Context: an optimization exercise on an open-source flow, tuned for small area. The choices shown serve that exercise and are no tape-out recipe.
In this exercise RTL edits were held to simulation tests only and were not proved equivalent to the original.

===== flow/config.mk =====
export PLATFORM = sky130hd
export DESIGN_NAME = r22sdf_64pt
export DESIGN_NICKNAME = r22sdf_64pt
export VERILOG_FILES = /design/flow/design.v
export SDC_FILE = /design/flow/constraint.sdc
export NUM_CORES = 4
export LEC_CHECK = 0
export CAP_MARGIN = 20
export CORE_MARGIN = 2
export CORE_UTILIZATION = 40
export SLEW_MARGIN = 20

===== flow/constraint.sdc =====
create_clock -name core_clock -period 10.0 [get_ports {sys_clk}]
set_input_delay 2.0000 -clock core_clock [delete_from_list [all_inputs] [get_ports {sys_clk}]]
set_output_delay 2.0000 -clock core_clock [all_outputs]
set_load 0.01 [all_outputs]

===== flow/design.v =====
`timescale 1 ns/ 1 ps
module twiddle_mod#(
	parameter mod_stage		= 2
)(
	input		[5 : 0]			phase,
	output reg	[16 : 0]		tw_fac_r,
	output reg	[16 : 0]		tw_fac_i
);
	generate
		if(mod_stage == 2)begin : ROM64
			always@(*)begin
				case(phase)
					6'd0: begin tw_fac_r = 17'h0b507; tw_fac_i = 17'h14afe; end
					6'd1: begin tw_fac_r = 17'h0a274; tw_fac_i = 17'h13a29; end
					6'd2: begin tw_fac_r = 17'h08e37; tw_fac_i = 17'h12b25; end
					6'd3: begin tw_fac_r = 17'h078a8; tw_fac_i = 17'h11e39; end
					6'd4: begin tw_fac_r = 17'h06204; tw_fac_i = 17'h11385; end
					6'd5: begin tw_fac_r = 17'h04a56; tw_fac_i = 17'h10b08; end
					6'd6: begin tw_fac_r = 17'h03201; tw_fac_i = 17'h104ef; end
					6'd7: begin tw_fac_r = 17'h01915; tw_fac_i = 17'h1013c; end
					6'd8: begin tw_fac_r = 17'h0fffd; tw_fac_i = 17'h1fffa; end
					6'd9: begin tw_fac_r = 17'h0f4fa; tw_fac_i = 17'h1b5ae; end
					6'd10: begin tw_fac_r = 17'h0d4dd; tw_fac_i = 17'h171cd; end
					6'd11: begin tw_fac_r = 17'h0a274; tw_fac_i = 17'h13a29; end
					6'd12: begin tw_fac_r = 17'h06204; tw_fac_i = 17'h11385; end
					6'd13: begin tw_fac_r = 17'h01915; tw_fac_i = 17'h1013c; end
					6'd14: begin tw_fac_r = 17'h1ce05; tw_fac_i = 17'h104ed; end
					6'd15: begin tw_fac_r = 17'h1875c; tw_fac_i = 17'h11e37; end
					6'd16: begin tw_fac_r = 17'h14afe; tw_fac_i = 17'h14af9; end
					6'd17: begin tw_fac_r = 17'h11e39; tw_fac_i = 17'h18758; end
					6'd18: begin tw_fac_r = 17'h104ef; tw_fac_i = 17'h1cdff; end
					6'd19: begin tw_fac_r = 17'h1013c; tw_fac_i = 17'h01911; end
					6'd20: begin tw_fac_r = 17'h11381; tw_fac_i = 17'h061fe; end
					6'd21: begin tw_fac_r = 17'h13a25; tw_fac_i = 17'h0a270; end
					6'd22: begin tw_fac_r = 17'h171c9; tw_fac_i = 17'h0d4db; end
					6'd23: begin tw_fac_r = 17'h1b5aa; tw_fac_i = 17'h0f4f8; end
					6'd24: begin tw_fac_r = 17'h0fffd; tw_fac_i = 17'h1fffa; end
					6'd25: begin tw_fac_r = 17'h0fffd; tw_fac_i = 17'h1fffa; end
					6'd26: begin tw_fac_r = 17'h0fffd; tw_fac_i = 17'h1fffa; end
					6'd27: begin tw_fac_r = 17'h0fffd; tw_fac_i = 17'h1fffa; end
					6'd28: begin tw_fac_r = 17'h0fffd; tw_fac_i = 17'h1fffa; end
					6'd29: begin tw_fac_r = 17'h0fffd; tw_fac_i = 17'h1fffa; end
					6'd30: begin tw_fac_r = 17'h0fffd; tw_fac_i = 17'h1fffa; end
					6'd31: begin tw_fac_r = 17'h0fffd; tw_fac_i = 17'h1fffa; end
					6'd32: begin tw_fac_r = 17'h0fffd; tw_fac_i = 17'h1fffa; end
					6'd33: begin tw_fac_r = 17'h0fffd; tw_fac_i = 17'h1fffa; end
					6'd34: begin tw_fac_r = 17'h0fffd; tw_fac_i = 17'h1fffa; end
					6'd35: begin tw_fac_r = 17'h0fffd; tw_fac_i = 17'h1fffa; end
					6'd36: begin tw_fac_r = 17'h0fffd; tw_fac_i = 17'h1fffa; end
					6'd37: begin tw_fac_r = 17'h0fffd; tw_fac_i = 17'h1fffa; end
					6'd38: begin tw_fac_r = 17'h0fffd; tw_fac_i = 17'h1fffa; end
					6'd39: begin tw_fac_r = 17'h0fffd; tw_fac_i = 17'h1fffa; end
					6'd40: begin tw_fac_r = 17'h0fffd; tw_fac_i = 17'h1fffa; end
					6'd41: begin tw_fac_r = 17'h0fb13; tw_fac_i = 17'h1ce05; end
					6'd42: begin tw_fac_r = 17'h0ec7f; tw_fac_i = 17'h19e02; end
					6'd43: begin tw_fac_r = 17'h0d4dd; tw_fac_i = 17'h171cd; end
					6'd44: begin tw_fac_r = 17'h0b507; tw_fac_i = 17'h14afe; end
					6'd45: begin tw_fac_r = 17'h08e37; tw_fac_i = 17'h12b25; end
					6'd46: begin tw_fac_r = 17'h06204; tw_fac_i = 17'h11385; end
					6'd47: begin tw_fac_r = 17'h03201; tw_fac_i = 17'h104ef; end
					6'd48: begin tw_fac_r = 17'h1fffa; tw_fac_i = 17'h10003; end
					6'd49: begin tw_fac_r = 17'h1ce05; tw_fac_i = 17'h104ed; end
					6'd50: begin tw_fac_r = 17'h19e02; tw_fac_i = 17'h11381; end
					6'd51: begin tw_fac_r = 17'h171cd; tw_fac_i = 17'h12b23; end
					6'd52: begin tw_fac_r = 17'h14afe; tw_fac_i = 17'h14af9; end
					6'd53: begin tw_fac_r = 17'h12b25; tw_fac_i = 17'h171c9; end
					6'd54: begin tw_fac_r = 17'h11385; tw_fac_i = 17'h19dfc; end
					6'd55: begin tw_fac_r = 17'h104ef; tw_fac_i = 17'h1cdff; end
					6'd56: begin tw_fac_r = 17'h0fffd; tw_fac_i = 17'h1fffa; end
					6'd57: begin tw_fac_r = 17'h0fec4; tw_fac_i = 17'h1e6ef; end
					6'd58: begin tw_fac_r = 17'h0fb13; tw_fac_i = 17'h1ce05; end
					6'd59: begin tw_fac_r = 17'h0f4fa; tw_fac_i = 17'h1b5ae; end
					6'd60: begin tw_fac_r = 17'h0ec7f; tw_fac_i = 17'h19e02; end
					6'd61: begin tw_fac_r = 17'h0e1c9; tw_fac_i = 17'h1875c; end
					6'd62: begin tw_fac_r = 17'h0d4dd; tw_fac_i = 17'h171cd; end
					6'd63: begin tw_fac_r = 17'h0c5db; tw_fac_i = 17'h15d90; end
				endcase
			end
		end else begin : ROM16
			always@(*)begin
				case(phase[3:0])
					4'd0: begin tw_fac_r = 17'h0b507; tw_fac_i = 17'h14afe; end
					4'd1: begin tw_fac_r = 17'h1fffa; tw_fac_i = 17'h10003; end
					4'd2: begin tw_fac_r = 17'h14afe; tw_fac_i = 17'h14af9; end
					4'd3: begin tw_fac_r = 17'h0fffd; tw_fac_i = 17'h1fffa; end
					4'd4: begin tw_fac_r = 17'h0ec7f; tw_fac_i = 17'h19e02; end
					4'd5: begin tw_fac_r = 17'h0b507; tw_fac_i = 17'h14afe; end
					4'd6: begin tw_fac_r = 17'h06204; tw_fac_i = 17'h11385; end
					4'd7: begin tw_fac_r = 17'h0fffd; tw_fac_i = 17'h1fffa; end
					4'd8: begin tw_fac_r = 17'h06204; tw_fac_i = 17'h11385; end
					4'd9: begin tw_fac_r = 17'h14afe; tw_fac_i = 17'h14af9; end
					4'd10: begin tw_fac_r = 17'h11381; tw_fac_i = 17'h061fe; end
					4'd11: begin tw_fac_r = 17'h0fffd; tw_fac_i = 17'h1fffa; end
					4'd12: begin tw_fac_r = 17'h0fffd; tw_fac_i = 17'h1fffa; end
					4'd13: begin tw_fac_r = 17'h0fffd; tw_fac_i = 17'h1fffa; end
					4'd14: begin tw_fac_r = 17'h0fffd; tw_fac_i = 17'h1fffa; end
					4'd15: begin tw_fac_r = 17'h0fffd; tw_fac_i = 17'h1fffa; end
				endcase
			end
		end
	endgenerate
endmodule
`timescale 1 ns/ 1 ps
module mult_r22sdf#(
	parameter data_resolution = 16
)(
	input								sys_clk,
	input								sys_en,
	input	[data_resolution-1 : 0]		din_r,
	input	[data_resolution-1 : 0]		din_i,
	input	[data_resolution : 0]		tw_fac_r,
	input	[data_resolution : 0]		tw_fac_i,
	output	[data_resolution-1 : 0]		dout_r,
	output	[data_resolution-1 : 0]		dout_i
);
	reg		[data_resolution-1 : 0]		din_r_d0;
	reg		[data_resolution-1 : 0]		din_i_d0;
	reg		[data_resolution-1 : 0]		din_r_d1;
	reg		[data_resolution-1 : 0]		din_i_d1;
	reg		[data_resolution-1 : 0]		dout_r_r;
	reg		[data_resolution-1 : 0]		dout_i_r;
	wire	[31 : 0]	mul_r = $signed(din_r_d1) * $signed(tw_fac_r) - $signed(din_i_d1) * $signed(tw_fac_i);
	wire	[31 : 0]	mul_i = $signed(din_i_d1) * $signed(tw_fac_r) + $signed(din_r_d1) * $signed(tw_fac_i);
	always@(posedge sys_clk)begin
		if(sys_en)begin
			din_r_d0 <= din_r;
			din_i_d0 <= din_i;
			din_r_d1 <= din_r_d0;
			din_i_d1 <= din_i_d0;
			dout_r_r <= mul_r[16 +: data_resolution];
			dout_i_r <= mul_i[16 +: data_resolution];
		end
	end
	assign dout_r = dout_r_r;
	assign dout_i = dout_i_r;
endmodule
`timescale 1 ns/ 1 ps
module bf2i#(
	parameter data_resolution = 16,
	parameter delay_num = 2
)(
	input								sys_clk,
	input								sys_en,
	input								sel,
	input	[data_resolution-1 : 0]		din_r,
	input	[data_resolution-1 : 0]		din_i,
	output	[data_resolution-1 : 0]		dout_r,
	output	[data_resolution-1 : 0]		dout_i
);
	reg		[data_resolution-1 : 0]		din_r_r;
	reg		[data_resolution-1 : 0]		din_i_r;
	reg		[data_resolution-1 : 0]		delay_r		[delay_num-1 : 0];
	reg		[data_resolution-1 : 0]		delay_i		[delay_num-1 : 0];
	reg		[data_resolution-1 : 0]		dout_r_r;
	reg		[data_resolution-1 : 0]		dout_i_r;
	wire	[data_resolution-1 : 0]		delay_r_w = delay_r[delay_num-1];
	wire	[data_resolution-1 : 0]		delay_i_w = delay_i[delay_num-1];
	wire	[data_resolution-1 : 0]		buff_r_d0 = sel ? delay_r_w + din_r_r : delay_r_w;
	wire	[data_resolution-1 : 0]		buff_i_d0 = sel ? delay_i_w + din_i_r : delay_i_w;
	wire	[data_resolution-1 : 0]		buff_r_d1 = sel ? delay_r_w - din_r_r : din_r_r;
	wire	[data_resolution-1 : 0]		buff_i_d1 = sel ? delay_i_w - din_i_r : din_i_r;
	integer k;
	always@(posedge sys_clk)begin
		if(sys_en)begin
			din_r_r <= din_r;
			din_i_r <= din_i;
			delay_r[0] <= buff_r_d1;
			delay_i[0] <= buff_i_d1;
			for(k=1;k<delay_num;k=k+1)begin
				delay_r[k] <= delay_r[k-1];
				delay_i[k] <= delay_i[k-1];
			end
			dout_r_r <= buff_r_d0;
			dout_i_r <= buff_i_d0;
		end
	end
	assign dout_r = dout_r_r;
	assign dout_i = dout_i_r;
endmodule
`timescale 1 ns/ 1 ps
module bf2ii#(
	parameter data_resolution = 16,
	parameter delay_num = 1
)(
	input								sys_clk,
	input								sys_en,
	input	[1 : 0]						sel,
	input	[data_resolution-1 : 0]		din_r,
	input	[data_resolution-1 : 0]		din_i,
	output	[data_resolution-1 : 0]		dout_r,
	output	[data_resolution-1 : 0]		dout_i
);
	reg		[data_resolution-1 : 0]		din_r_r;
	reg		[data_resolution-1 : 0]		din_i_r;
	reg		[data_resolution-1 : 0]		delay_r		[delay_num-1 : 0];
	reg		[data_resolution-1 : 0]		delay_i		[delay_num-1 : 0];
	reg		[data_resolution-1 : 0]		dout_r_r;
	reg		[data_resolution-1 : 0]		dout_i_r;
	wire	[data_resolution-1 : 0]		delay_r_w = delay_r[delay_num-1];
	wire	[data_resolution-1 : 0]		delay_i_w = delay_i[delay_num-1];
	wire								rot = (sel == 2'b01);
	wire								bfly = sel[0];
	wire	[data_resolution-1 : 0]		x_r = rot ? din_i_r : din_r_r;
	wire	[data_resolution-1 : 0]		x_i = rot ? din_r_r : din_i_r;
	wire	[data_resolution-1 : 0]		x_i_add = x_i ^ {data_resolution{rot}};
	wire	[data_resolution-1 : 0]		x_i_sub = x_i ^ {data_resolution{!rot}};
	wire	[data_resolution-1 : 0]		buff_r_d0 = bfly ? delay_r_w + x_r : delay_r_w;
	wire	[data_resolution-1 : 0]		buff_i_d0 = bfly ? delay_i_w + x_i_add + rot : delay_i_w;
	wire	[data_resolution-1 : 0]		buff_r_d1 = bfly ? delay_r_w - x_r : din_r_r;
	wire	[data_resolution-1 : 0]		buff_i_d1 = bfly ? delay_i_w + x_i_sub + !rot : din_i_r;
	integer k;
	always@(posedge sys_clk)begin
		if(sys_en)begin
			din_r_r <= din_r;
			din_i_r <= din_i;
			delay_r[0] <= buff_r_d1;
			delay_i[0] <= buff_i_d1;
			for(k=1;k<delay_num;k=k+1)begin
				delay_r[k] <= delay_r[k-1];
				delay_i[k] <= delay_i[k-1];
			end
			dout_r_r <= buff_r_d0;
			dout_i_r <= buff_i_d0;
		end
	end
	assign dout_r = dout_r_r;
	assign dout_i = dout_i_r;
endmodule
`timescale 1 ns/ 1 ps
module r22sdf_4pt#(
	parameter data_resolution	= 16,
	parameter delay_stage		= 0
)(
	input								sys_clk,
	input								sys_en,
	input								sel_bf2i,
	input	[1 : 0]						sel_bf2ii,
	input	[data_resolution-1 : 0]		din_r,
	input	[data_resolution-1 : 0]		din_i,
	output	[data_resolution-1 : 0]		dout_r,
	output	[data_resolution-1 : 0]		dout_i
);
	localparam bf2i_delay = 4**(delay_stage)*2;
	localparam bf2ii_delay = 4**(delay_stage);
	wire	[data_resolution-1 : 0]		d_bus_r;
	wire	[data_resolution-1 : 0]		d_bus_i;
	bf2i#(
		.data_resolution	(data_resolution),
		.delay_num			(bf2i_delay)
	)bf2i_inst_s0(
		.sys_clk			(sys_clk),
		.sys_en				(sys_en),
		.sel				(sel_bf2i),
		.din_r				(din_r),
		.din_i				(din_i),
		.dout_r				(d_bus_r),
		.dout_i				(d_bus_i)
	);
	bf2ii#(
		.data_resolution	(data_resolution),
		.delay_num			(bf2ii_delay)
	)bf2ii_inst_s0(
		.sys_clk			(sys_clk),
		.sys_en				(sys_en),
		.sel				(sel_bf2ii),
		.din_r				(d_bus_r),
		.din_i				(d_bus_i),
		.dout_r				(dout_r),
		.dout_i				(dout_i)
	);
endmodule
`timescale 1 ns/ 1 ps
module r22sdf_mod#(
	parameter data_resolution	= 16,
	parameter mod_stage			= 0
)(
	input								sys_clk,
	input								sys_en,
	input	[5 : 0]						phase,
	input	[data_resolution-1 : 0]		din_r,
	input	[data_resolution-1 : 0]		din_i,
	output	[data_resolution-1 : 0]		dout_r,
	output	[data_resolution-1 : 0]		dout_i
);
	localparam [5:0] off_bf2i	= (mod_stage == 2) ? 6'd29 : (mod_stage == 1) ? 6'd6 : 6'd3;
	localparam [5:0] off_bf2ii	= (mod_stage == 2) ? 6'd27 : (mod_stage == 1) ? 6'd4 : 6'd1;
	wire	[5 : 0]		ph_bf2i		= phase + off_bf2i;
	wire	[5 : 0]		ph_bf2ii	= phase + off_bf2ii;
	wire	[data_resolution-1 : 0]		dout_r_w;
	wire	[data_resolution-1 : 0]		dout_i_w;
	r22sdf_4pt#(
		.data_resolution	(data_resolution),
		.delay_stage		(mod_stage)
	)r22sdf_4pt_inst0(
		.sys_clk			(sys_clk),
		.sys_en				(sys_en),
		.sel_bf2i			(ph_bf2i[2*mod_stage+1]),
		.sel_bf2ii			(ph_bf2ii[2*mod_stage +: 2]),
		.din_r				(din_r),
		.din_i				(din_i),
		.dout_r				(dout_r_w),
		.dout_i				(dout_i_w)
	);
	generate
		if(mod_stage > 0)begin: intermediate_stages
			wire	[data_resolution : 0]		tw_fac_r;
			wire	[data_resolution : 0]		tw_fac_i;
			twiddle_mod#(
				.mod_stage			(mod_stage)
			)twiddle_mod_inst0(
				.phase				(phase),
				.tw_fac_r			(tw_fac_r),
				.tw_fac_i			(tw_fac_i)
			);
			mult_r22sdf#(
				.data_resolution	(data_resolution)
			)mult_r22sdf_inst0(
				.sys_clk			(sys_clk),
				.sys_en				(sys_en),
				.din_r				(dout_r_w),
				.din_i				(dout_i_w),
				.tw_fac_r			(tw_fac_r),
				.tw_fac_i			(tw_fac_i),
				.dout_r				(dout_r),
				.dout_i				(dout_i)
			);
		end else begin
			assign dout_r = dout_r_w;
			assign dout_i = dout_i_w;
		end
	endgenerate
endmodule
`timescale 1 ns/ 1 ps
module r22sdf_64pt#(
	parameter data_resolution	= 16,
	parameter fft_length		= 64
)(
	input								sys_clk,
	input								sys_nrst,
	input								sys_en,
	input	[data_resolution-1 : 0]		din_r,
	input	[data_resolution-1 : 0]		din_i,
	output	[data_resolution-1 : 0]		dout_r,
	output	[data_resolution-1 : 0]		dout_i
);
	reg		[5 : 0]		phase;
	reg					run_en;		 
	reg					wrapped;	 
	reg					out_vld;	 
	always@(posedge sys_clk or negedge sys_nrst)begin
		if(!sys_nrst)begin
			phase <= 'd0;
			run_en <= 1'b0;
			wrapped <= 1'b0;
			out_vld <= 1'b0;
		end else begin
			if(sys_en)begin
				phase <= phase + 'd1;
				if(phase == 6'd33)
					run_en <= 1'b1;
				if(run_en && phase == 6'd63)
					wrapped <= 1'b1;
				if(wrapped && phase == 6'd50)
					out_vld <= 1'b1;
			end
		end
	end
	wire					sys_en_glb = sys_en & run_en;
	wire	[data_resolution-1 : 0]		dout_r_2t1;
	wire	[data_resolution-1 : 0]		dout_i_2t1;
	wire	[data_resolution-1 : 0]		dout_r_1t0;
	wire	[data_resolution-1 : 0]		dout_i_1t0;
	wire	[data_resolution-1 : 0]		dout_r_w;
	wire	[data_resolution-1 : 0]		dout_i_w;
	r22sdf_mod#(
		.mod_stage			(2),
		.data_resolution	(data_resolution)
	)r22sdf_mod_s2(
		.sys_clk			(sys_clk),
		.sys_en				(sys_en_glb),
		.phase				(phase),
		.din_r				(din_r),
		.din_i				(din_i),
		.dout_r				(dout_r_2t1),
		.dout_i				(dout_i_2t1)
	);
	r22sdf_mod#(
		.mod_stage			(1),
		.data_resolution	(data_resolution)
	)r22sdf_mod_s1(
		.sys_clk			(sys_clk),
		.sys_en				(sys_en_glb),
		.phase				(phase),
		.din_r				(dout_r_2t1),
		.din_i				(dout_i_2t1),
		.dout_r				(dout_r_1t0),
		.dout_i				(dout_i_1t0)
	);
	r22sdf_mod#(
		.mod_stage			(0),
		.data_resolution	(data_resolution)
	)r22sdf_mod_s0(
		.sys_clk			(sys_clk),
		.sys_en				(sys_en_glb),
		.phase				(phase),
		.din_r				(dout_r_1t0),
		.din_i				(dout_i_1t0),
		.dout_r				(dout_r_w),
		.dout_i				(dout_i_w)
	);
	assign dout_r = dout_r_w & {data_resolution{out_vld}};
	assign dout_i = dout_i_w & {data_resolution{out_vld}};
endmodule

===== flow/run.sh =====
#!/bin/bash
# synth_recipe.tcl (not shown) runs the flow's synth.tcl, then flattens the netlist and writes it again
# the make line also repeats each setting of config.mk as NAME=value (left out here)
make -C /OpenROAD-flow-scripts/flow DESIGN_CONFIG=/design/flow/config.mk WORK_HOME=/design/flow/orfs CLKGATE_MAP_FILE= SYNTH_SCRIPT=/design/flow/synth_recipe.tcl finish

==> flow_metrics.py <==
metrics = {
    "outcome": {
        "outcome": "finished clean",
    },
    "clock_network": {
        "ctsLongestPathBuffers": 4,
        "h-tree-depth": 5,
        "numCtsBuffers": 271,
        "cts_sinks": 2601,
        "cts.clk_slew.worst_paths_ns": 0.06,
        "cts_tree": "done",
        "clock_tree.root_cell": "clkbuf_16",
        "clk_latency_ns": 0.90,
    },
    "floorplanning": {
        "die_area_sq_um": 451000,
        "dieHeight_um": 672,
        "initial_core_util_pct": 40.1,
        "ioPinCount": 67,
        "rows": 245,
        "die_w_um": 672,
        "core_sq_um": 444000,
    },
    "cells_and_area": {
        "drive_gt1_share_pct": 7.01,
        "final_core_util_pct": 44.6,
        "most-common-layout-cells": "2918 x inv_1, 2592 x edfxtp_1, 2350 x fa_1",
        "area_growth_pct": 11.1,
        "stdcell_count": 20900,
        "finalNetCount": 18100,
        "finalInstanceArea_sq_um": 198000,
        "final_common_cell": "inv_1",
    },
    "yosys": {
        "synth_edf_count": 2592,
        "synth_area_leaders": "edfxtp_1 44%, fa_1 26%, ha_1 6.8%",
        "yosysSeqAreaShare_pct": 43.8,
        "yosys_most_used_dff": "edfxtp_1",
        "syn_nets": 17800,
        "synth-async-reset-ratio_pct": 0.346,
        "syn_avg_cell_area_sq_um": 12.4,
        "synth_area_leader_cell": "edfxtp_1",
        "synth.top_cell.area_share_pct": 43.7,
        "synthDistinctLibCells": 104,
        "ys_warn_count": 22,
        "netlist_area_sq_um": 178000,
        "synth-seq-cells": 2601,
        "synth_cells": 14400,
    },
    "route": {
        "finalWirelength_um": 432000,
        "ant_nets": 0,
        "wl_per_cell_um": 20.7,
        "vias": 103000,
        "remaining_drc_errors": 0,
        "drtIter0Drc": 7865,
        "dr.pass1.iters": 6,
        "drt-vias-per-instance": 4.95,
    },
    "placement": {
        "dp_hpwl_um": 329000,
        "gp_congestion": 0.958,
        "place_area_sq_um": 189000,
        "port_buffers": 66,
        "dp.cells": 20300,
    },
    "global_route": {
        "busiest_layer": "met2",
        "use_met1_pct": 24.5,
        "grt_max_degree": 202,
        "grtUsageMet2_pct": 32.9,
        "antenna_found_initial": 17,
        "track_usage_pct": 19.3,
        "met3_usage_pct": 2.56,
        "grt_pass1_vias": 110000,
        "grt_pass1_wl_um": 663000,
        "grt_overflow": 0,
    },
    "timing": {
        "setup_viol": 0,
        "slew_viol_final": 0,
        "finalHoldViolCount": 0,
        "finalClockSkew_ns": 0.0663,
        "fin_crit_sh_pct": 97.7,
        "maxSlewHeadroom_pct": 21.1,
        "worstMarginPinSlew_ns": 1.18,
        "rsz0062_at_grt": "no",
        "period_needed_ns": 9.77,
        "fmax_ghz": 0.102,
    },
    "worst_setup_path": {
        "slowest_stage": "fa_1",
        "crit_fanout": 13,
        "worstSetupPathType": "reg2reg",
        "critPathRequiredTime_ns": 10.60,
        "rr_worst_depth": 36,
        "ff2ff_setup_slack_ns": 0.23,
        "crit_family": "adder cells",
        "cp.arrival_ns": 10.37,
        "cpMostUsedCell": "fa_1",
        "end_kind": "flop",
        "max_stage_delay_ns": 0.57,
        "cp.depth": 36,
        "startpoint_type": "flop",
        "reg2reg_from": "phase[2]",
        "worst-path-buf-inv": 13,
    },
    "hold_path": {
        "hold_path.class": "reg2reg",
        "holdPathStages": 0,
    },
    "flow_run": {
        "max_cap_violations": 0,
    },
}
sequential cells by signal (all words and copies together) (netlist names), 32 cells and up:
| signal | flops |
|---|---|
| r22sdf_mod_s1.r22sdf_4pt_inst0.bf2ii_inst_s0.delay_r | 64 |
| r22sdf_mod_s1.r22sdf_4pt_inst0.bf2ii_inst_s0.delay_i | 64 |
| r22sdf_mod_s2.r22sdf_4pt_inst0.bf2ii_inst_s0.delay_i | 256 |
| r22sdf_mod_s0.r22sdf_4pt_inst0.bf2i_inst_s0.delay_r | 32 |
| r22sdf_mod_s1.r22sdf_4pt_inst0.bf2i_inst_s0.delay_i | 128 |
| r22sdf_mod_s1.r22sdf_4pt_inst0.bf2i_inst_s0.delay_r | 128 |
| r22sdf_mod_s2.r22sdf_4pt_inst0.bf2ii_inst_s0.delay_r | 256 |
| r22sdf_mod_s0.r22sdf_4pt_inst0.bf2i_inst_s0.delay_i | 32 |
| r22sdf_mod_s2.r22sdf_4pt_inst0.bf2i_inst_s0.delay_i | 512 |
| r22sdf_mod_s2.r22sdf_4pt_inst0.bf2i_inst_s0.delay_r | 512 |
per-stage QoR:
step / worst slack, ns / hold WS (ns) / TNS, ns
floorplan: -10.40 / 0.400 / -
global placement: -0.330 / 0.400 / -1.11
detailed placement: -0.333 / 0.405 / -1.09
CTS: 0.00235 / 0.357 / 0
global route: 0.000310 / 0.374 / 0
finish: 0.231 / 0.372 / 0
worst max path at each step:
stage / start / end / slack [ns]
floorplan: sys_en / flop / -10.40
global placement: phase[0] / flop / -0.33
detailed placement: phase[0] / flop / -0.33
CTS: phase[0] / flop / 0.002
global route: phase[2] / flop / 0.0003
finish: phase[2] / flop / 0.23
layout make-up:
cell class,instances,area [sq um]
antenna,4,10.0
clock buffer,312,7000
clock inverter,170,1800
fill,40600,246000
inverter,2926,11000
multi-input combinational,8380,87800
sequential,2601,78100
tap,5928,7420
timing repair buffer,543,5030
cells in the mapped netlist (all sizes together), types with 87 or more instances:
cell	count
nand2	1546
o21ai	469
nor2	398
and2	657
ha	972
fa	2351
o21bai	87
a21oi	379
clkbuf	477
xor2	89
xnor2	355
edfxtp	2592
inv	2921
and3	116
metal layers:
metal  up-vias  wire [um]
met4         6      23900
met5         -         48
met1     52800     176000
li1      46700          -
met3      1007      22100
met2      2700     211000
timing repair:
action	4_1_cts	5_1_grt
pin swaps	4	10
gates resized for setup	11	54
setup buffers	9	23
gates cloned	0	3
endpoints found under the setup margin	6	9
hold buffers	0	0
logic make-up (layout without fill, tap and decap cells):
logic type,count (synthesis),in the layout,synth area share [%]
adder cells (fa/ha/maj),3323,3323,33.2
flip-flops,2601,2601,43.8
AND/OR/NAND/NOR,3115,3115,8.13
buffers and inverters,3442,3951,7.26
multiplexers,61,61,0.371
other,1,5,0.00210
XOR/XNOR,444,444,2.18
AO/OA/AOI/OAI,1436,1436,5.06
worst reg2reg max path: cells and delay by family, from the launching register on:
| family | cells | cell delay (ns) |
|---|---|---|
| adders and majority gates | 9 | 4.37 |
| AOI/OAI and AO/OA | 7 | 1.66 |
| buffers and inverters | 13 | 1.63 |
| and+or+nand+nor | 6 | 1.24 |
| DFF | 1 | 0.43 |
| xor gates and xnor gates | 1 | 0.15 |

[re-timing with driven ports]
Ports are ideal in the flow. The routed layout listed here was re-timed in OpenROAD.
Step 1 assumes that a clkbuf_16 drives the clock port and a buf_2 every other input.
Step 2 adds t to the input delays and takes it off the output delays; t is the mean of the earliest and latest rising clock arrival at the registers after step 1. Input paths then give back, and output paths get back, about the clock's delay inside the block.
Slacks: ideal ports / drivers / drivers and shift; pairs: ideal ports / drivers.
shift t [ns]: 0.986
setup WS [ns]: 0.231 / 0.231 / 0.231
slew at the worst register clock pin (ns): 0.09 / 0.09
worst data-port slew with drivers (ns): 0.11
After both steps setup and hold are still met in this run. The setup slack of this run moves by 0.000 ns with the drivers and by 0.000 ns with both steps.
